Source: an optimization exercise on an open RTL-to-GDS flow (aim: small area, a short achievable clock period and few clock cycles). Production flows keep margins and buffers that such runs may drop.
At most, simulation tests tie the RTL to the original design; equivalence was not proved.
For run 4, only the layout was checked, not whether the RTL still works.
No driver is modelled on the clock port, so clocking that relies on it looks cheaper here than on a real chip.
Power is estimated from default activity; no workload was simulated.

==> flow/design.v <==
`timescale 1ns/10ps
module LBP ( clk, reset, gray_addr, gray_req, gray_ready, gray_data, lbp_addr, lbp_valid, lbp_data, finish);
input   	clk;
input   	reset;
output  [13:0] 	gray_addr;
output reg         	gray_req;
input   	gray_ready;
input   [7:0] 	gray_data;
output reg  [13:0] 	lbp_addr;
output reg  	lbp_valid;
output  [7:0] 	lbp_data;
output reg  	finish;
parameter K = 6;               
localparam H = K + 2;          
localparam JW = 3;                
reg [6:0] r, x;                
reg [JW-1:0] j;                
reg [7:0] sr [0:H];            
reg xnz;                       
reg xe;                        
reg rz;                        
reg ncz;                       
reg [7:0] lq;                  
reg zq;                        
assign lbp_data = {lq[7:6], lq[5] & !zq, lq[4:0]};
assign gray_addr = {r, x};
wire colend = !ncz;
wire [6:0] r_down = r + 7'd1;
wire [6:0] r_top = r - (H-1);
wire [6:0] r_strip = {r[6:1], 1'b0};
wire [6:0] r_n = !colend ? r_down : xnz ? r_top : r_strip;
wire [6:0] x_dec = x - 7'd1;
wire [6:0] x_n = colend ? x_dec : x;
always @(posedge clk or posedge reset) begin
    if (reset) begin
        r <= 7'd0;
        x <= 7'd0;
        j <= 0;
        ncz <= 1'b0;
        xnz <= 1'b0;
        xe <= 1'b0;
        rz <= 1'b1;
        gray_req <= 1'b0;
        lbp_valid <= 1'b0;
        finish <= 1'b0;
    end else begin
        gray_req <= 1'b1;
        r <= r_n;
        x <= x_n;
        ncz <= colend | (j != 1);
        if (colend) begin
            j <= H-1;
            xnz <= (x != 7'd1);
            xe <= (x == 7'd127) | !xnz;
            rz <= xnz ? (r == H-1) | (r == H) : rz;
        end else begin
            j <= j - 1;
            rz <= (r == 7'd0);
        end
        lbp_valid <= (j <= H-3) | rz;
        finish <= finish | (lbp_valid & (lbp_addr == {7'd126, 7'd1}));
    end
end
wire [7:0] c  = sr[H];
function [1:0] cmp2;
    input [7:0] a, b;
    reg [7:0] g, e;
    reg [3:0] g1, e1;
    reg [1:0] g2, e2;
    integer k;
    begin
        g = a & ~b;
        e = ~(a ^ b);
        for (k = 0; k < 4; k = k + 1) begin
            g1[k] = g[2*k+1] | (e[2*k+1] & g[2*k]);
            e1[k] = e[2*k+1] & e[2*k];
        end
        for (k = 0; k < 2; k = k + 1) begin
            g2[k] = g1[2*k+1] | (e1[2*k+1] & g1[2*k]);
            e2[k] = e1[2*k+1] & e1[2*k];
        end
        cmp2[1] = g2[1] | (e2[1] & g2[0]) | (e2[1] & e2[0]);
        cmp2[0] = ~(g2[1] | (e2[1] & g2[0]));
    end
endfunction
wire [1:0] rdl = cmp2(gray_data, c);
wire [1:0] rlt = cmp2(sr[0], c);
wire [1:0] rul = cmp2(sr[1], c);
wire [1:0] rdn = cmp2(sr[H-1], c);
reg [H:0]   d2;    
reg [H-1:0] d4;    
reg [H-2:0] d7;    
reg         d1;    
wire [7:0] code = {d7[H-2], rdn[1], rdl[1], d4[H-1], rlt[1], d2[H], d1, rul[1]};
wire zero = rz | xe;
integer i;
always @(posedge clk) begin
    sr[0] <= gray_data;
    for (i = 1; i <= H; i = i + 1)
        sr[i] <= sr[i-1];
    d2 <= {d2[H-1:0], rdl[0]};
    d4 <= {d4[H-2:0], rlt[0]};
    d7 <= {d7[H-3:0], rul[0]};
    d1 <= rdn[0];
    lbp_addr <= {r - 7'd1, x + 7'd1};
    lq <= {zero ? 2'b0 : code[7:6], code[5], zero ? 5'b0 : code[4:0]};
    zq <= zero;
end
endmodule
==> flow/flow/run.sh <==
#!/bin/bash
# Standard layout (the standard.sh), with three changes made through
# ORFS's own hooks and variables:
# - the port buffers are buf_2 cells;
# - before CTS (flow/pre_cts.tcl), flow/clock_tree.tcl builds the clock tree
#   (four clkbuf_16, driven by the clock port, each driving a quarter of the
#   flip-flops) in place of TritonCTS, and flow/split_outputs.tcl buffers the
#   address logic off the registers that drive the gray_addr ports.
# make's output goes to make.log here; ORFS's per-step logs stay in orfs/logs.
set -euo pipefail
export BUFFER_PORTS_ARGS="-buffer_cell sky130_fd_sc_hd__buf_2"
export PRE_CTS_TCL="$PWD/flow/pre_cts.tcl"
export FLOW_TREE_NB=4
export FLOW_TREE_CELL=sky130_fd_sc_hd__clkbuf_16
export FLOW_SPLIT_CELL=sky130_fd_sc_hd__buf_1
bash standard.sh > make.log 2>&1
==> flow/flow/clock_tree.tcl <==
# Run by ORFS's cts.tcl before clock_tree_synthesis (PRE_CTS_TCL).
# Builds a one-level clock tree: the clock port drives FLOW_TREE_NB clock
# buffers, each driving the flip-flops of one group. The groups are made by
# sorting the flip-flops by x into FLOW_TREE_NB/2 columns and splitting each
# column by y into two halves, so every group has about the same size and
# every flip-flop sees the same buffer delay. Each buffer is put at the centre
# of its group; cts.tcl legalizes the placement afterwards. TritonCTS is then
# told to skip these nets, so it adds nothing.
proc my_tree {nb cell} {
  set block [ord::get_db_block]
  set net [$block findNet clk]
  set sinks {}
  foreach it [$net getITerms] {
    set inst [$it getInst]
    if {[[$inst getMaster] isSequential]} {
      set bb [$inst getBBox]
      lappend sinks [list [$inst getName]/[[$it getMTerm] getName] \
        [expr {([$bb xMin] + [$bb xMax]) / 2}] [expr {([$bb yMin] + [$bb yMax]) / 2}]]
    }
  }
  set n [llength $sinks]
  set ncol [expr {$nb / 2}]
  set sx [lsort -integer -index 1 $sinks]
  set groups {}
  for {set c 0} {$c < $ncol} {incr c} {
    set col [lsort -integer -index 2 \
      [lrange $sx [expr {$c * $n / $ncol}] [expr {($c + 1) * $n / $ncol - 1}]]]
    set m [llength $col]
    lappend groups [lrange $col 0 [expr {$m / 2 - 1}]]
    lappend groups [lrange $col [expr {$m / 2}] end]
  }
  set dbu [$block getDbUnitsPerMicron]
  set i 0
  foreach g $groups {
    set pins {}
    set xs 0
    set ys 0
    foreach s $g {
      lappend pins [get_pins [lindex $s 0]]
      set xs [expr {$xs + [lindex $s 1]}]
      set ys [expr {$ys + [lindex $s 2]}]
    }
    set k [llength $g]
    set x [expr {double($xs) / $k / $dbu}]
    set y [expr {double($ys) / $k / $dbu}]
    insert_buffer -buffer_cell $cell -net clk -load_pins $pins -location [list $x $y] \
      -buffer_name clktree_$i -net_name clktree_net_$i
    puts "clock tree: group $i has $k flip-flops, buffer at ($x, $y)"
    incr i
  }
  set skip [list clk]
  foreach inst [$block getInsts] {
    if {[string match clktree_* [$inst getName]]} {
      set onet [[$inst findITerm X] getNet]
      $onet setSigType CLOCK
      lappend skip [$onet getName]
    }
  }
  set_cts_config -skip_nets $skip
  # connect the new buffers' supply pins with the platform's rules (pdn.tcl)
  add_global_connection -net {VDD} -inst_pattern {clktree_.*} -pin_pattern {VPWR} -power
  add_global_connection -net {VDD} -inst_pattern {clktree_.*} -pin_pattern {VPB}
  add_global_connection -net {VSS} -inst_pattern {clktree_.*} -pin_pattern {VGND} -ground
  add_global_connection -net {VSS} -inst_pattern {clktree_.*} -pin_pattern {VNB}
  global_connect
}
my_tree $::env(FLOW_TREE_NB) $::env(FLOW_TREE_CELL)
==> flow/flow/pre_cts.tcl <==
# Run by ORFS's cts.tcl before clock_tree_synthesis (PRE_CTS_TCL).
source [file join [file dirname [info script]] clock_tree.tcl]
source [file join [file dirname [info script]] split_outputs.tcl]
==> flow/flow/split_outputs.tcl <==
# Run by flow/pre_cts.tcl, before clock_tree_synthesis.
# The registers that drive the gray_addr ports also feed the address logic.
# Give each of them a buffer for that logic, next to the register, so the
# register itself drives only its port buffer and this one buffer.
proc my_split_outputs {pattern cell} {
  set block [ord::get_db_block]
  set n 0
  foreach bt [$block getBTerms] {
    if {[$bt getIoType] ne "OUTPUT" || ![string match $pattern [$bt getName]]} { continue }
    set pbuf ""
    foreach it [[$bt getNet] getITerms] {
      if {[$it isOutputSignal]} { set pbuf [$it getInst] }
    }
    if {$pbuf eq ""} { continue }
    set ain ""
    foreach it [$pbuf getITerms] {
      if {[$it isInputSignal]} { set ain $it }
    }
    set net [$ain getNet]
    set drv ""
    set loads {}
    foreach it [$net getITerms] {
      if {[$it isOutputSignal]} {
        set drv [$it getInst]
      } elseif {[$it isInputSignal] && $it ne $ain} {
        lappend loads [get_pins [[$it getInst] getName]/[[$it getMTerm] getName]]
      }
    }
    if {$drv eq "" || ![[$drv getMaster] isSequential] || [llength $loads] == 0} { continue }
    set dbu [$block getDbUnitsPerMicron]
    set loc [$drv getLocation]
    insert_buffer -buffer_cell $cell -net [$net getName] -load_pins $loads \
      -location [list [expr {double([lindex $loc 0]) / $dbu}] [expr {double([lindex $loc 1]) / $dbu}]] \
      -buffer_name outsplit_$n
    incr n
  }
  puts "split loads off $n output registers"
  add_global_connection -net {VDD} -inst_pattern {outsplit_.*} -pin_pattern {VPWR} -power
  add_global_connection -net {VDD} -inst_pattern {outsplit_.*} -pin_pattern {VPB}
  add_global_connection -net {VSS} -inst_pattern {outsplit_.*} -pin_pattern {VGND} -ground
  add_global_connection -net {VSS} -inst_pattern {outsplit_.*} -pin_pattern {VNB}
  global_connect
  detailed_placement
  check_placement
}
my_split_outputs {gray_addr*} $::env(FLOW_SPLIT_CELL)
==> flow/standard.sh <==
#!/bin/bash
# synth_recipe.tcl (not shown) runs the flow's synth.tcl, then flattens the netlist and writes it again
# the make line also repeats each setting of config.mk as NAME=value (left out here)
make -C /OpenROAD-flow-scripts/flow DESIGN_CONFIG=/design/flow/config.mk WORK_HOME=/design/flow/orfs CLKGATE_MAP_FILE= SYNTH_SCRIPT=/design/flow/synth_recipe.tcl "${@:-finish}"
==> flow/config.mk <==
export PLATFORM = sky130hd
export DESIGN_NAME = LBP
export DESIGN_NICKNAME = LBP
export VERILOG_FILES = /design/flow/design.v
export SDC_FILE = /design/flow/constraint.sdc
export NUM_CORES = 4
export LEC_CHECK = 0
export CAP_MARGIN = 20
export CORE_MARGIN = 2
export CORE_UTILIZATION = 60
export PLACE_DENSITY = 0.8
export SETUP_SLACK_MARGIN = 2.4
export SLEW_MARGIN = 20
==> flow/constraint.sdc <==
create_clock -name core_clock -period 4.0 [get_ports {clk}]
set_input_delay 0.8000 -clock core_clock [delete_from_list [all_inputs] [get_ports {clk}]]
set_output_delay 0.8000 -clock core_clock [all_outputs]
set_load 0.01 [all_outputs]
==> results.ini, run 1 <==
[logic_synthesis]
synth_ff_type=dfxtp_1
yosys_warnings=2
syn_area_um2=4610
synth_cell_types=40
ys_seq_area_share_pct=65.2
synth_edf_count=0
avgSynthCellArea_um2=12.5
synth_area_leader_cell=dfxtp_1
synth.top_cell.area_share_pct=52.1
synth.area.top_cells=dfxtp_1, dfrtp_1, ha_1
synthArstFlopShare_pct=16.7
synthCells=370
yosysMostFrequentCell=dfxtp_1
ys_ff_latch=144
synth_common_cells=dfxtp_1, ha_1, dfrtp_1
synth_nets=421

[sta]
final-hold-violation-count=0
setup_ws_ns=2.43
slew_viol_final=0
rsz0062_at_grt=yes
slew-limit-headroom_pct=55.9
period_share_pct=39.3
fmax_mhz=637
skew_ns=0.00781
setup_viol=0
tightest_slew_ns=0.661
period_needed_ns=1.57
fin_setup_tns_ns=0

[final_layout]
fin_nets=475
layout-drive-gt1-share_pct=17.5
fin_util_pct=70.0
antenna_cells=0
syn2layout_area_growth_pct=11.3
stdcell_count=521

[clock_network]
cts_setup_buffers=0
clkLatencyLatePin_ns=0.18
cts_hold_buf=0
cts.clk_slew.worst_paths_ns=0.12

[job]
drv_cap=0

[setup_path]
crit_arrival_ns=0.77
r2r-end=d1
crit_slowest_cell=dfxtp_1
path_cells=nor2b_2, buf_2
critPathMaxFanout=1
worstReg2RegStart=sr[8][5]
r2r_setup_slack_ns=2.52
critPathBufInv=1
required_ns=3.20
crit_start=lq[5]
ff2ff_path_depth=6
crit_path_end_kind=primary output
crit_type=flop to primary output
cpLargestDelayFamily=flip-flops
slowest_delay_ns=0.33
worstSetupStartpointType=flop

[die]
boundaryPins=50
dieArea_um2=8400
start_util_pct=62.9
die_height_um=91.7
dieWidth_um=91.7
core_um2=7330
rows=31

[placement]
hpwl_um=4950
dp_slack_ns=2.19
dp_cells=503
port_buffers=48
gp_congestion=0.775

[global_route]
grt_pass1_vias=2666
globalRoute.totalOverflow=0
grt_pass1_wl_um=11900
grt_max_degree=37
grt_usage_pct=16.9
antenna_found_initial=0

[power]
p_per_area_nw_per_um2=424
ir_worst_vdd_mv=0.240
leakagePower_uw=0.00231

[outcome]
outcome=complete, no violations

[drt]
routed_via_density=5.10
routed_wl_um=6880
drt-initial-drc-count=63
route.detailed.drc=0
first_pass_iters=4
routedWlPerCell_um=13.2
vias=2657
ant_nets=0

[hold_path]
worstHoldPathType=flop to flop
min_from=sr[6][0]
holdPathStages=0
hold_end=sr[7][0]

==> state kept, by name, summed over array words and instances, names as in the netlist <==
signal     count
d1             1
d2             9
d4             8
d7             7
finish         1
gray_req       1
j              3
lbp_addr      14
lbp_valid      1
lq             8
ncz            1
r              7
rz             1
sr            72
x              7
xe             1
xnz            1
zq             1
==> metal layers <==
layer | global-route usage, % | share of wire (%) | up-vias
met3 | 1.23 | 4.2 | 5
met2 | 31.9 | 50 | 55
met1 | 22.1 | 45 | 1254
met5 | 0 | 0 | -
met4 | 1.14 | 0.73 | 0
li1 | - | - | 1343
==> through the flow <==
step                      cell area [µm²]  hold WS, ns  total power (µW)
after global routing                 5130        0.340              2270
after CTS                            5120        0.312              2100
after floorplan                      4610        0.310              1650
after global placement               4870        0.311              1670
after detailed placement             4870        0.312              1680
final                                5130        0.339              2180
==> worst max path at each step <==
stage | endpoint | slack, ns | cells after the start
5_1_grt | lbp_data[5] | 2.39 | 2
6_report | lbp_data[5] | 2.43 | 2
3_5_place_dp | lq[5] | 2.19 | 6
4_1_cts | lq[5] | 2.28 | 6
2_1_floorplan | lq[5] | 2.41 | 5
3_3_place_gp | lq[5] | 2.23 | 6
==> worst reg2reg max path: cells and delay by family, from the launching register on <==
family	cells	cell delay, ns
fa+ha+maj	1	0.31
compound gates	3	0.64
buf+inv	1	0.07
flops	1	0.35
simple gates	1	0.05
==> power breakdown <==
part           internal [µW]  switching, µW
sequential              1520           21.9
combinational           55.6           68.8
clock                    187            325
==> cells in the final DEF (no fill, tap or decap), drive strengths merged, types with 2 or more instances in the layout <==
| master | Yosys | layout |
|---|---|---|
| xnor2 | 13 | 13 |
| xor2 | 9 | 9 |
| o21ai | 18 | 18 |
| and2 | 4 | 4 |
| a21o | 6 | 6 |
| nor2b | 3 | 3 |
| a31oi | 2 | 2 |
| buf | 14 | 58 |
| nand3 | 9 | 9 |
| clkbuf | 0 | 8 |
| inv | 18 | 17 |
| ha | 40 | 40 |
| mux2i | 2 | 2 |
| o211ai | 2 | 2 |
| nor4 | 2 | 2 |
| nand4b | 2 | 2 |
| nor4b | 2 | 2 |
| nand2 | 18 | 18 |
| and3 | 4 | 4 |
| dfrtp | 23 | 23 |
| nor2 | 19 | 19 |
| a211oi | 3 | 3 |
| nand4 | 3 | 3 |
| nand2b | 2 | 2 |
| o21a | 2 | 2 |
| a21oi | 16 | 16 |
| nor3 | 6 | 6 |
| dfxtp | 120 | 120 |
==> kinds of logic after synthesis <==
family	count (synthesis)	share of synthesized area, %
AOI/OAI and AO/OA	53	6.87
xor gates and xnor gates	22	4.18
adders and majority gates	40	10.9
buffers and inverters	32	3.80
DFF	144	65.2
muxes	2	0.434
other	1	0.0814
and+or+nand+nor	76	8.60
==> final cells by class, without the clock buffers <==
type | count | area, µm²
well taps | 99 | 124
flip-flops and latches | 144 | 3000
repair buffers | 62 | 310
multi-input cells | 194 | 1520
inverters | 18 | 71.3
fillers | 528 | 2200
==> repair_timing <==
item | CTS | global route
pin swaps | 8 | 1
setup endpoints to repair | 25 | 12
resized for setup | 16 | 7
Testbench counts, summed over its fixed seeds: cycles 387,126.
==> run 2, diff against run 1 <==
--- a/flow/config.mk
+++ b/flow/config.mk
@@ -9,3 +9,3 @@
 export CORE_MARGIN = 2
-export CORE_UTILIZATION = 60
+export CORE_UTILIZATION = 70
 export PLACE_DENSITY = 0.8
==> run 2 against run 1 <==
Net effect: critical path depth unchanged; synthesized area unchanged; combinational power increased by 6%.
==> results.ini, run 2 <==
[logic_synthesis]
synth.top_cell.area_share_pct=52.1  ; unchanged
synth_cell_types=40  ; unchanged
synth.area.top_cells=dfxtp_1, dfrtp_1, ha_1
synthCells=370  ; unchanged
syn_area_um2=4610  ; unchanged
synth_common_cells=dfxtp_1, ha_1, dfrtp_1
synth_fa_ha_area_share_pct=10.9  ; unchanged
synth_edf_count=0  ; unchanged
synth_area_leader_cell=dfxtp_1
avgSynthCellArea_um2=12.5  ; unchanged
synth_top_family_by_area=adder cells
ys_seq_area_share_pct=65.2  ; unchanged
synth_nets=421  ; unchanged
ys_ff_latch=144  ; unchanged
synth_xor_area_share_pct=4.18  ; unchanged
yosys.area_share.simple_pct=8.60  ; unchanged
yosysMostFrequentCell=dfxtp_1
synth-compound-area-share_pct=6.87  ; unchanged
synthMuxAreaShare_pct=0.434  ; unchanged
yosys_warnings=2  ; unchanged
synth_ff_type=dfxtp_1
synthArstFlopShare_pct=16.7  ; unchanged

[clock_network]
cts.clk_slew.worst_paths_ns=0.12  ; about the same
clkLatencyLatePin_ns=0.18  ; about the same
cts_setup_buffers=0  ; unchanged
cts_hold_buf=0  ; unchanged

[placement]
postPlaceCellArea_um2=4840  ; -0.57%
port_buffers=48  ; unchanged
hpwl_um=4800  ; -2.9%
gp_congestion=0.773  ; -0.32%
dp_cells=481  ; -4.4%

[power]
ir_worst_vdd_mv=0.369  ; +54%
leakagePower_uw=0.00230  ; about the same
p_per_area_nw_per_um2=428  ; +0.88%

[die]
dieWidth_um=85.1  ; -7.1%
die_height_um=85.1  ; -7.1%
rows=29  ; -6.5%
core_um2=6350  ; -13%
boundaryPins=50  ; unchanged
start_util_pct=72.6  ; +9.7 points
dieArea_um2=7250  ; -14%

[drt]
routed_wl_um=7080  ; +2.8%
met2_length_um=3530  ; +3.0%
highest_layer=met4
ant_nets=0  ; unchanged
route.detailed.drc=0  ; unchanged
drt-initial-drc-count=88  ; +40%
routed_via_density=5.24  ; +2.7%
wl_met1_um=3190  ; +2.2%
vias=2613  ; -1.7%
first_pass_iters=4  ; unchanged
routedWlPerCell_um=14.2  ; +7.3%
dr_wl_met3_um=305  ; +6.3%

[setup_path]
critPathMaxFanout=1  ; unchanged
worstReg2RegStart=r[1]
crit_path_end_kind=primary output
required_ns=3.20  ; about the same
crit_arrival_ns=0.76  ; about the same
crit_type=flop to primary output
worstSetupStartpointType=flop
crit_start=lq[5]
r2r_setup_slack_ns=2.48  ; -0.04 ns

[global_route]
antenna_found_initial=0  ; unchanged
grt_usage_pct=19.5  ; +2.6 points
grt_pass1_vias=2557  ; -4.1%
globalRoute.totalOverflow=0  ; unchanged
grt_pass1_wl_um=11700  ; -2.3%
grt_max_degree=37  ; unchanged

[sta]
slew_viol_final=0  ; unchanged
slew-limit-headroom_pct=55.1  ; -0.86 points
rsz0062_at_grt=no
fmax_mhz=642  ; +0.82%
setup_viol=0  ; unchanged
skew_ns=0.00704  ; -0.000773 ns
fin_setup_tns_ns=0  ; unchanged
period_share_pct=38.9  ; -0.32 points
final-hold-violation-count=0  ; unchanged
tightest_slew_ns=0.674  ; +0.0129 ns
period_needed_ns=1.56  ; -0.0127 ns

[hold_path]
worstHoldPathType=flop to flop
min_from=d7[1]

[outcome]
outcome=complete, no violations

[final_layout]
stdcell_count=499  ; -4.2%
fillerInstances=389  ; -26%
top_regs=sr x72, lbp_addr x14, d2 x9
layout_common_cells=dfxtp_1, buf_2, ha_1, dfrtp_1, nor2_1
final_common_cell=dfxtp_1
fin_nets=475  ; unchanged
layout-drive-gt1-share_pct=18.0  ; +0.47 points
syn2layout_area_growth_pct=11.0
final_area_um2=5120  ; -0.22%
largest_reg_flops=72  ; unchanged
regMostFlops=sr
antenna_cells=0  ; unchanged

[job]
drv_cap=0  ; unchanged

## run 2: cell counts after synthesis
No cell type changed its count.
## run 2: stage by stage
| step | worst slack (ns) | total power, µW | hold slack, ns | util (%) |
|---|---|---|---|---|
| floorplan | 2.41 | 1650 | 0.310 | - |
| global placement | 2.24 | 1670 | 0.310 | 76.2 |
| detailed placement | 2.22 | 1680 | 0.312 | 76.2 |
| CTS | 2.27 | 2100 | 0.312 | 80.3 |
| global route | 2.41 | 2280 | 0.341 | 80.6 |
| finish | 2.44 | 2190 | 0.338 | 80.6 |
## run 2: kinds of logic (layout without fill, tap and decap cells)
| family | Yosys count | after routing |
|---|---|---|
| compound gates | 53 | 53 |
| simple gates | 76 | 76 |
| other cells | 1 | 1 |
| mux | 2 | 2 |
| fa+ha+maj | 40 | 40 |
| flops | 144 | 144 |
| xor+xnor | 22 | 22 |
| buf+inv | 32 | 84 |
## run 2: final timing paths
kind                               endpoint  cells after the start
worst max-delay path            lbp_data[5]                      2
worst min-delay path                  d7[2]                      0
worst max register to register           rz                      6
worst min register to register        d7[2]                      0
max in group asynchronous                rz                      2
min in group asynchronous               xnz                      2
## run 2: cell type report, without the clock buffers
class                      count  area [µm²]  area share [%]
inverter                      18        71.3            1.39
tap                           77        96.3            1.88
timing repair buffer          62         303            5.92
multi-input combinational    194        1540            30.2
sequential                   144        3000            58.7
## run 2: worst max-delay path: stages (launching register included)
cell and delay, ns:
dfxtp_1 0.31, nor2b_2 0.14, buf_2 0.13
## run 2: layer usage
| layer | track usage, % | vias up |
|---|---|---|
| met4 | 1.88 | 0 |
| met5 | 0 | - |
| met2 | 35.8 | 65 |
| li1 | - | 1330 |
| met3 | 1.75 | 3 |
| met1 | 26.1 | 1215 |
## run 2: repair_timing
action,CTS,global route
resized for setup,18,7
endpoints found under the hold margin,0,0
endpoints found under the setup margin,25,8
pin swaps,11,0
cloned,0,0
## run 2: report_power, final
| group | internal, µW | total (µW) | switching (µW) | leakage, µW |
|---|---|---|---|---|
| registers | 1520 | 1540 | 21.9 | 0.00129 |
| clock network | 188 | 520 | 332 | 0.0000493 |
| logic | 58.2 | 131 | 72.4 | 0.000968 |
==> run 3, diff against run 2 <==
--- a/flow/config.mk
+++ b/flow/config.mk
@@ -9,3 +9,3 @@
 export CORE_MARGIN = 2
-export CORE_UTILIZATION = 70
+export CORE_UTILIZATION = 50
 export PLACE_DENSITY = 0.8
==> run 3 against run 2 <==
Net effect: still clean on timing, DRC and antenna; synthesized cell count did not move; die area rose by 38%; hold slack got worse by 0.0020 ns; setup slack improved by 0.0086 ns; flip-flop and latch count did not move; global-route usage fell by 5.7 points; synthesized area did not move; sequential power barely moved; combinational power fell by 4%; clock skew fell by 0.0013 ns; highest routed layer unchanged.
==> results.ini, run 3 <==
[sta]
fin_setup_tns_ns=0  ; unchanged
setup_viol=0  ; unchanged
period_share_pct=38.7  ; -0.21 points
slew_viol_final=0  ; unchanged
period_needed_ns=1.55  ; -0.00860 ns
final-hold-violation-count=0  ; unchanged
slew-limit-headroom_pct=55.1  ; +0.067 points
rsz0062_at_grt=yes
tightest_slew_ns=0.673  ; -0.00101 ns
skew_ns=0.00574  ; -0.00129 ns
fmax_mhz=646  ; +0.56%
setup_ws_ns=2.45  ; +0.00860 ns

[logic_synthesis]
ys_seq_area_share_pct=65.2  ; unchanged
synthCells=370  ; unchanged
synth_nets=421  ; unchanged
synth_area_leader_cell=dfxtp_1
yosysMostFrequentCell=dfxtp_1
yosys.area_share.simple_pct=8.60  ; unchanged
synthMuxAreaShare_pct=0.434  ; unchanged
synth.area.top_cells=dfxtp_1, dfrtp_1, ha_1
avgSynthCellArea_um2=12.5  ; unchanged
synth_fa_ha_area_share_pct=10.9  ; unchanged
synth_common_cells=dfxtp_1, ha_1, dfrtp_1
synth_xor_area_share_pct=4.18  ; unchanged
synth-compound-area-share_pct=6.87  ; unchanged
syn_area_um2=4610  ; unchanged
yosys_warnings=2  ; unchanged
synth_ff_type=dfxtp_1
synth.top_cell.area_share_pct=52.1  ; unchanged
synthArstFlopShare_pct=16.7  ; unchanged
synth_top_family_by_area=adder cells
synth_edf_count=0  ; unchanged
ys_ff_latch=144  ; unchanged
synth_cell_types=40  ; unchanged

[drt]
routed_wl_um=6900  ; -2.5%
first_pass_iters=4  ; unchanged
route.detailed.drc=0  ; unchanged
ant_nets=0  ; unchanged
routed_via_density=4.97  ; -5.0%
vias=2651  ; +1.5%
routedWlPerCell_um=12.9  ; -8.7%
drt-initial-drc-count=57  ; -35%

[final_layout]
multi_input_area_um2=1530  ; -1.1%
antenna_cells=0  ; unchanged
fillerInstances=725  ; +86%
final_common_cell=dfxtp_1
regMostFlops=sr
syn2layout_area_growth_pct=11.7
layout-drive-gt1-share_pct=17.3  ; -0.71 points
largest_reg_flops=72  ; unchanged
fin_nets=475  ; unchanged
register_area_um2=3000  ; unchanged
top_regs=sr x72, lbp_addr x14, d2 x9
layout_common_cells=dfxtp_1, buf_2, ha_1, dfrtp_1, nor2_1
fin_util_pct=56.5  ; -24 points

[die]
dieWidth_um=100  ; +17%
boundaryPins=50  ; unchanged
die_height_um=100  ; +17%
dieArea_um2=10000  ; +38%
rows=35  ; +21%
core_um2=9110  ; +43%
start_util_pct=50.6  ; -22 points

[setup_path]
endpoint=gray_addr[0]
ff2ff_path_depth=4  ; -2
critPathBufInv=1  ; unchanged
r2r_setup_slack_ns=2.47  ; about the same
slowest_delay_ns=0.42  ; +0.11 ns
worstSetupStartpointType=flop
crit_slowest_cell=dfrtp_1
crit_arrival_ns=0.75  ; about the same
cpLargestDelayFamily=flip-flops
path_cells=buf_2
cp.depth=1  ; -1
crit_start=x[0]
critPathMaxFanout=2  ; +1
r2r-end=xnz
crit_path_end_kind=primary output
crit_type=flop to primary output
worstReg2RegStart=x[2]
required_ns=3.20  ; about the same

[power]
ir_worst_vdd_mv=0.243  ; -34%
p_per_area_nw_per_um2=422  ; -1.3%
leakagePower_uw=0.00230  ; -0.16%

[global_route]
grt_pass1_wl_um=11600  ; -0.36%
grt_usage_pct=13.8  ; -5.7 points
globalRoute.totalOverflow=0  ; unchanged
grt_max_degree=37  ; unchanged
antenna_found_initial=0  ; unchanged
grt_pass1_vias=2605  ; +1.9%

[hold_path]
worstHoldPathType=flop to flop

[clock_network]
clkLatencyLatePin_ns=0.18  ; about the same
cts.clk_slew.worst_paths_ns=0.12  ; about the same
cts_hold_buf=0  ; unchanged
cts_setup_buffers=0  ; unchanged

[placement]
gp_congestion=0.759  ; -1.7%
dp_slack_ns=2.24  ; +0.0147 ns
hpwl_um=4860  ; +1.3%
port_buffers=48  ; unchanged

[job]
drv_cap=0  ; unchanged

[outcome]
outcome=complete, no violations

## run 3: kinds of logic after synthesis
group / Yosys count
xor+xnor: 22
fa+ha+maj: 40
flops: 144
compound gates: 53
buf+inv: 32
mux: 2
other cells: 1
simple gates: 76
## run 3: how the worst min path moves through the flow
| stage | start | to | slack (ns) | cells past startpoint |
|---|---|---|---|---|
| floorplan | d2[0] | d2[1] | 0.31 | 0 |
| global placement | sr[3][4] | sr[4][4] | 0.31 | 0 |
| detailed placement | sr[3][2] | sr[4][2] | 0.31 | 0 |
| CTS | sr[3][2] | sr[4][2] | 0.31 | 0 |
| global route | sr[3][2] | sr[4][2] | 0.34 | 0 |
| finish | sr[6][1] | sr[7][1] | 0.34 | 0 |
## run 3: final cells by class, without the clock buffers
type	instances	area share, %
Sequential cell	144	58.3
Multi-Input combinational cell	194	29.6
Timing Repair Buffer	62	6.00
Tap cell	111	2.70
Inverter	18	1.38
## run 3: metrics by stage
| step | instance area [µm²] | hold WS [ns] | power, µW | cells |
|---|---|---|---|---|
| floorplan | 4610 | 0.310 | 1650 | 370 |
| finish | 5150 | 0.336 | 2180 | 533 |
| CTS | 5150 | 0.312 | 2100 | 533 |
| global route | 5150 | 0.343 | 2270 | 533 |
| global placement | 4880 | 0.310 | 1670 | 515 |
| detailed placement | 4880 | 0.312 | 1680 | 515 |
## run 3: repair_timing
action                     4_1_cts  5_1_grt
pin swaps                        9        0
gates resized for setup         18        4
setup endpoints to repair       25        9
## run 3: layer usage
metal | track usage (%) | vias up | share of wire (%)
li1 | - | 1342 | -
met1 | 18.7 | 1246 | 47
met2 | 25.3 | 61 | 48
met3 | 1.04 | 2 | 3.9
met4 | 1.05 | 0 | 0.62
met5 | 0 | - | 0
## run 3: report_power, final
part           leakage [µW]  internal, µW  switching, µW
registers           0.00129          1520           20.4
clock network     0.0000493           187            324
logic              0.000964          56.6           69.1
==> run 4, diff against run 3 <==
--- a/flow/design.v
+++ b/flow/design.v
@@ -85,6 +85,27 @@
 endfunction
+function [1:0] cmp2s;
+    input [7:0] a, b;
+    reg [7:0] g, l;
+    reg [3:0] g1, l1;
+    reg [1:0] g2, l2;
+    integer k;
+    begin
+        g = a & ~b;
+        l = ~a & b;
+        for (k = 0; k < 4; k = k + 1) begin
+            g1[k] = g[2*k+1] | (~l[2*k+1] & g[2*k]);
+            l1[k] = l[2*k+1] | (~g[2*k+1] & l[2*k]);
+        end
+        for (k = 0; k < 2; k = k + 1) begin
+            g2[k] = g1[2*k+1] | (~l1[2*k+1] & g1[2*k]);
+            l2[k] = l1[2*k+1] | (~g1[2*k+1] & l1[2*k]);
+        end
+        cmp2s[1] = ~(l2[1] | (~g2[1] & l2[0]));
+        cmp2s[0] = ~(g2[1] | (~l2[1] & g2[0]));
+    end
+endfunction
 wire [1:0] rdl = cmp2(gray_data, c);
-wire [1:0] rlt = cmp2(sr[0], c);
-wire [1:0] rul = cmp2(sr[1], c);
-wire [1:0] rdn = cmp2(sr[H-1], c);
+wire [1:0] rlt = cmp2s(sr[0], c);
+wire [1:0] rul = cmp2s(sr[1], c);
+wire [1:0] rdn = cmp2s(sr[H-1], c);
 reg [H:0]   d2;    
--- a/flow/config.mk
+++ b/flow/config.mk
@@ -9,3 +9,3 @@
 export CORE_MARGIN = 2
-export CORE_UTILIZATION = 50
+export CORE_UTILIZATION = 60
 export PLACE_DENSITY = 0.8
==> run 4 against run 3 <==
Net effect: cell count rose by 0.19%; wire length rose by 4.9%; sequential share of layout area fell by 0.56 points; clock skew rose by 0.011 ns; critical path type is now flop to flop.
==> results.ini, run 4 <==
[logic_synthesis]
avgSynthCellArea_um2=12.1  ; -2.6%
yosys_warnings=2  ; unchanged
synth_common_cells=dfxtp_1, dfrtp_1, nand2_1
yosys.area_share.simple_pct=9.90  ; +1.3 points
synth_fa_ha_area_share_pct=8.04  ; -2.8 points
synth.top_cell.area_share_pct=52.5  ; +0.38 points
synth-compound-area-share_pct=7.66  ; +0.79 points
ys_seq_area_share_pct=65.7  ; +0.48 points
synth.area.top_cells=dfxtp_1, dfrtp_1, ha_1
synth_edf_count=0  ; unchanged
synthMuxAreaShare_pct=0.902  ; +0.47 points
ys_ff_latch=144  ; unchanged
synthArstFlopShare_pct=16.7  ; unchanged
synth_ff_type=dfxtp_1
synth_xor_area_share_pct=4.21  ; +0.031 points
syn_area_um2=4580  ; -0.73%
yosysMostFrequentCell=dfxtp_1
synthCells=377  ; +1.9%
synth_cell_types=50  ; +25%
synth_top_family_by_area=simple AND/OR/NAND/NOR gates
synth_nets=404  ; -4.0%
synth_area_leader_cell=dfxtp_1

[sta]
period_share_pct=43.5  ; +4.8 points
setup_viol=0  ; unchanged
tightest_slew_ns=0.586  ; -0.0870 ns
slew-limit-headroom_pct=60.8  ; +5.7 points
fin_setup_tns_ns=0  ; unchanged
fmax_mhz=574  ; -11%
slew_viol_final=0  ; unchanged
skew_ns=0.0170  ; +0.0112 ns
rsz0062_at_grt=yes
period_needed_ns=1.74  ; +0.193 ns
final-hold-violation-count=0  ; unchanged

[setup_path]
crit_slowest_cell=dfrtp_1
path_cells=buf_6, inv_1, ha_1, o21ai_0, o32a_1, nor4_2, mux2i_1, o21ai_1
crit_type=flop to flop
r2r_setup_slack_ns=2.26  ; -0.21 ns
crit_start=r[1]
worstReg2RegStart=r[1]
worstSetupStartpointType=flop
crit_path_end_kind=flop
critPathMaxFanout=5  ; +3
slowest_delay_ns=0.43  ; about the same
ff2ff_path_depth=8  ; +4
crit_arrival_ns=1.86  ; +1.11 ns
endpoint=rz
r2r-end=rz
required_ns=4.12  ; +0.92 ns

[drt]
routedWlPerCell_um=13.5  ; +4.7%
route.detailed.drc=0  ; unchanged
vias=2809  ; +6.0%
first_pass_iters=4  ; unchanged
routed_via_density=5.26  ; +5.8%
drt-initial-drc-count=111  ; +95%
routed_wl_um=7240  ; +4.9%
ant_nets=0  ; unchanged

[job]
drv_cap=0  ; unchanged

[die]
boundaryPins=50  ; unchanged
die_height_um=91.3  ; -8.7%
dieWidth_um=91.3  ; -8.7%
rows=31  ; -11%
core_um2=7330  ; -20%
dieArea_um2=8340  ; -17%
start_util_pct=62.4  ; +12 points

[final_layout]
syn2layout_area_growth_pct=14.2
fin_nets=464  ; -2.3%
regMostFlops=sr
final_area_um2=5230  ; +1.5%
antenna_cells=0  ; unchanged
largest_reg_flops=72  ; unchanged
layout_common_cells=dfxtp_1, buf_2, dfrtp_1, nand2_1, nor2_1
layout-drive-gt1-share_pct=24.6  ; +7.3 points
final_common_cell=dfxtp_1
top_regs=sr x72, lbp_addr x14, d2 x9

[power]
ir_worst_vdd_mv=0.265  ; +9.4%
p_per_area_nw_per_um2=417  ; -1.3%
leakagePower_uw=0.00233  ; +1.2%

[clock_network]
clkLatencyLatePin_ns=0.18  ; about the same
cts.clk_slew.worst_paths_ns=0.12  ; about the same

[global_route]
grt_usage_pct=16.7  ; +2.9 points
antenna_found_initial=0  ; unchanged
globalRoute.totalOverflow=0  ; unchanged
grt_pass1_vias=2559  ; -1.8%
grt_max_degree=37  ; unchanged
grt_pass1_wl_um=11600  ; -0.35%

[placement]
postPlaceCellArea_um2=4900  ; +0.44%
port_buffers=48  ; unchanged
hpwl_um=4780  ; -1.6%
gp_congestion=0.778  ; +2.5%

[outcome]
outcome=complete, no violations

[hold_path]
worstHoldPathType=flop to flop

run 4: worst min path at each step:
stage,start,end,slack (ns),cells after the start
2_1_floorplan,sr[6][0],sr[7][0],0.31,0
3_3_place_gp,sr[3][2],sr[4][2],0.31,0
3_5_place_dp,d2[5],d2[6],0.31,0
4_1_cts,d2[5],d2[6],0.31,0
5_1_grt,sr[6][0],sr[7][0],0.34,0
6_report,sr[6][6],sr[7][6],0.32,0
run 4: logic make-up after synthesis:
group / count (synthesis)
DFF: 144
and+or+nand+nor: 88
AOI/OAI and AO/OA: 50
buffers and inverters: 36
adders and majority gates: 32
xor gates and xnor gates: 22
muxes: 4
other: 1
run 4: layout make-up, without the clock buffers:
type / instances / area [µm²]
tap: 99 / 124
sequential: 144 / 3020
timing repair buffer: 69 / 379
inverter: 21 / 90.1
multi-input combinational: 197 / 1510
fill: 517 / 2100
run 4: routing by layer:
layer	vias up	GRT usage (%)	share of wire, %
met5	-	0	0
met4	0	2.02	1.3
li1	1385	-	-
met1	1338	22.6	46
met3	9	1.24	3.9
met2	77	30.1	49
run 4: repair_timing:
item,CTS,global route
pin swaps,10,11
endpoints found under the setup margin,28,14
hold buffers,0,0
setup buffers,2,5
resized for setup,8,34
run 4: metrics by stage:
stage | cells | hold slack (ns) | worst slack, ns | total power (µW) | utilization [%]
after floorplan | 377 | 0.310 | 2.29 | 1660 | -
after global placement | 509 | 0.310 | 2.09 | 1680 | 66.9
after detailed placement | 509 | 0.312 | 2.08 | 1690 | 66.9
after CTS | 529 | 0.312 | 2.13 | 2100 | 69.6
after global routing | 534 | 0.339 | 2.19 | 2260 | 71.3
final | 534 | 0.323 | 2.26 | 2180 | 71.3
run 4: where the power goes:
group | internal (µW) | leakage [µW] | switching (µW) | total [µW]
Combinational | 56.4 | 0.000991 | 59.4 | 116
Sequential | 1520 | 0.00129 | 31.5 | 1550
Clock | 187 | 0.0000493 | 326 | 513
run 4: critical path: cells and delay by family (launching register included):
family | cells | cell delay (ns)
simple gates | 1 | 0.29
mux | 1 | 0.12
compound gates | 3 | 0.48
fa+ha+maj | 1 | 0.15
buf+inv | 2 | 0.21
flops | 1 | 0.43

## re-timing with driven ports
The flow's constraints put no driver on any port. The routed layouts listed below were extracted and timed again, unchanged, in two steps. Step 1, drivers: a clkbuf_16 drives clk and a buf_2 each remaining input, both assumed. Step 2 also shifts input and output timing later by t, the mid clock arrival at the registers, as if the neighbouring blocks saw the same clock. a / b / c = ideal / step 1 / step 2; a / b = the first two.
| run | t, ns | setup slack, ns | latest minus earliest clock arrival (ns) | cell pins on the clock port's net |
|---|---|---|---|---|
| run 1 | 0.247 | 2.430 / 2.356 / 2.292 | 0.008 / 0.008 | 4 |
| run 2 | 0.248 | 2.443 / 2.369 / 2.253 | 0.009 / 0.009 | 4 |
| run 3 | 0.249 | 2.451 / 2.376 / 2.305 | 0.006 / 0.006 | 4 |
| run 4 | 0.249 | 2.259 / 2.241 / 2.123 | 0.018 / 0.019 | 4 |
After both steps every run listed still meets setup and hold. The setup slack of run 2, which loses most, moves by -0.074 ns with the drivers and by -0.190 ns with both steps.
